Context: an optimization exercise on an open-source flow, tuned for small area, a short achievable clock period and few clock cycles. The choices shown serve that exercise and are no tape-out recipe.
In this exercise RTL edits were held to simulation tests only and were not proved equivalent to the original.

## PSE
module PSE ( clk,
			reset,
			Xin,
			Yin,
			point_num,
			valid,
			Xout,
			Yout);
Size: ~1500 cells after synthesis, ~16000 sq um of cells after synthesis.
clock: 11.0 ns
lec_check: 0
abc_clock_period_in_ps: 4000
cap_margin: 20
core_margin: 2
core_utilization: 40
setup_slack_margin: 4.5
slew_margin: 20
run.sh (not shown) runs the stock make flow with config.mk's settings and CLKGATE_MAP_FILE= SYNTH_SCRIPT=/design/flow/synth_recipe.tcl, a recipe that flattens the netlist after the stock synthesis.
Testbench counts at the start, summed over its fixed seeds: cycles 22,671.
Edit:
- ABC_CLOCK_PERIOD_IN_PS: 4000 -> default
- SETUP_SLACK_MARGIN: 4.5 -> 4.0
What happened: The changed run finished with timing, DRC and antenna clean. Area after synthesis stays the same. Via count shrinks by 1.5%. Core utilization shrinks by 1.8 points. Global-route usage shrinks by 0.90 points.
Edit:
- ABC_CLOCK_PERIOD_IN_PS: default -> 5500
- SETUP_SLACK_MARGIN: 4.0 -> 4.5
Outcome: Setup slack gains 0.18 ns. Maximum frequency rose by a few percent. Critical path depth rose by 6. Synthesized cell count is unchanged. Area after synthesis does not change. Design area rose by a few percent. Routed wire length rose by a few percent.
Edit:
- CORE_UTILIZATION: 40 -> 55
Result: Area after synthesis is unchanged. Design area went down slightly. Die area went down by a quarter to a third.
Edit:
- ABC_CLOCK_PERIOD_IN_PS: 5500 -> default
- CORE_UTILIZATION: 55 -> 40
- SETUP_SLACK_MARGIN: 4.5 -> 3.5
=> Fmax drops by roughly a tenth; design area fell by a few percent.

PSE again, from the RTL that the note above started with.
export LEC_CHECK = 0
export CAP_MARGIN = 20
export CORE_MARGIN = 2
export CORE_UTILIZATION = 40
export SETUP_SLACK_MARGIN = 5
export SLEW_MARGIN = 20
create_clock -name core_clock -period 11.0 [get_ports {clk}]
The baseline ran to the end with no violations.
Testbench counts at the start, summed over its fixed seeds: cycles 22,671.
Then changed:
- ABC_CLOCK_PERIOD_IN_PS: default -> 5000
Effect: Register-to-register slack barely changes. Final area stays the same. Via count stays the same. Hold slack does not change. Flip-flop and latch count stays the same. Count of clock-buffer cells in the layout is unchanged. Utilization stays the same. Critical path depth is unchanged. Wire length does not change.

## run A
PSE, a different RTL version from the one above (not shown whole).
For scale: about 160 flip-flops, ~46 I/O pins, ~16,000 um2 of cells after synthesis.
Settings: LEC_CHECK=0, CAP_MARGIN=20, CORE_MARGIN=2, CORE_UTILIZATION=40, SETUP_SLACK_MARGIN=4.0, SLEW_MARGIN=20; clock period 11.0 ns.
standard.sh (not shown) runs the stock make flow with config.mk's settings and CLKGATE_MAP_FILE= SYNTH_SCRIPT=/design/flow/synth_recipe.tcl, a recipe that flattens the netlist after the stock synthesis.
==> flow/flow/run.sh <==
#!/bin/bash
# The standard layout (the standard.sh), with plain buffers on the ports
# instead of delay buffers. The tools' output goes to standard.log here and to
# the ORFS logs under orfs/logs/.
export BUFFER_PORTS_ARGS="-buffer_cell sky130_fd_sc_hd__buf_2"
bash standard.sh > standard.log 2>&1
Run A: no failed stages, no open violations at the end
Testbench counts of run A, summed over its fixed seeds: cycles 22,671.
For run B, these inputs were changed with respect to run A:
--- a/flow/config.mk
+++ b/flow/config.mk
@@ -8,5 +8,6 @@
 export CAP_MARGIN = 20
 export CORE_MARGIN = 2
-export CORE_UTILIZATION = 40
+export CORE_UTILIZATION = 60
+export PLACE_DENSITY = 0.8
 export SETUP_SLACK_MARGIN = 4.0
 export SLEW_MARGIN = 20
Notes after the runs:
- The core of run B is more densely filled than that of run A.
- Summary of run B over run A: worst reg2reg path depth went up by 1; die area went down by about 33%.
- Re critical path data required time: run B and run A aren't equal, and the lower value belongs to run A.
- The H-tree depth was comparable across run B and run A.
- Run B vs. run A: wire length of the first global-routing pass was more or less identical, die extent in y decreased by 18% relative to the old numbers, number of cells on the critical path now sits higher.
- Setup slack in run B is smaller than in run A.
- Actual slew at the worst max-slew pin: run B > run A
Relative to run B, the following input files were edited for run C:
==> flow/run.sh (new file) <==
#!/bin/bash
# synth_recipe.tcl (not shown) runs the flow's synth.tcl, then flattens the netlist and writes it again
# the make line also repeats each setting of config.mk as NAME=value (left out here)
make -C /OpenROAD-flow-scripts/flow DESIGN_CONFIG=/design/flow/config.mk WORK_HOME=/design/flow/orfs CLKGATE_MAP_FILE= SYNTH_SCRIPT=/design/flow/synth_recipe.tcl finish
--- a/flow/config.mk
+++ b/flow/config.mk
@@ -6,8 +6,8 @@
 export NUM_CORES = 4
 export LEC_CHECK = 0
+export ABC_AREA = 1
 export CAP_MARGIN = 20
 export CORE_MARGIN = 2
-export CORE_UTILIZATION = 60
-export PLACE_DENSITY = 0.8
+export CORE_UTILIZATION = 40
 export SETUP_SLACK_MARGIN = 4.0
 export SLEW_MARGIN = 20
removed: flow/flow/run.sh
removed: flow/standard.sh
[summary]
Delta (run C minus run B): max-slew headroom at the worst pin grew by 4.4 points, die area grew by 55%. On clock-pin transition on the worst setup and hold timing paths, run C and run B are neck and neck. Against run B, run C reports a met1 usage that is lower.

[re-timing with driven ports]
The results above use ideal ports. As a check the final layouts listed here were re-extracted and re-timed, cells and wires unchanged. Step 1, drivers: a clkbuf_16 drives clk and a buf_2 each remaining input, both assumed. Step 2 moves the port delays by t, midway between the first and last clock arrival at a register: inputs arrive t later, outputs are due t later. That takes back most of the time a late clock gives input paths. Three values: ideal ports, drivers, drivers and shift; two values: the first two.
| run | shift t [ns] | slack for setup (ns) | worst data-port slew with drivers (ns) | cell pins on the clock port's net |
|---|---|---|---|---|
| the first run of note 1 | 0.467 | 4.377 / 4.377 / 4.377 | 0.04 | 1 |
| the second run of note 1 | 0.479 | 4.196 / 4.196 / 4.196 | 0.05 | 1 |
| the third run of note 1 | 0.467 | 4.377 / 4.377 / 4.377 | 0.04 | 1 |
| the fourth run of note 1 | 0.466 | 4.341 / 4.341 / 4.341 | 0.03 | 1 |
| the fifth run of note 1 | 0.476 | 3.666 / 3.666 / 3.666 | 0.05 | 1 |
| the first run of note 2 | 0.488 | 4.414 / 4.414 / 4.414 | 0.06 | 1 |
| the second run of note 2 | 0.488 | 4.414 / 4.414 / 4.414 | 0.06 | 1 |
| run A | 0.475 | 4.286 / 4.286 / 4.286 | 0.03 | 1 |
| run B | 0.482 | 4.195 / 4.195 / 4.195 | 0.04 | 1 |
| run C | 0.480 | 4.340 / 4.340 / 4.340 | 0.06 | 1 |
After both steps every run listed still meets setup and hold.
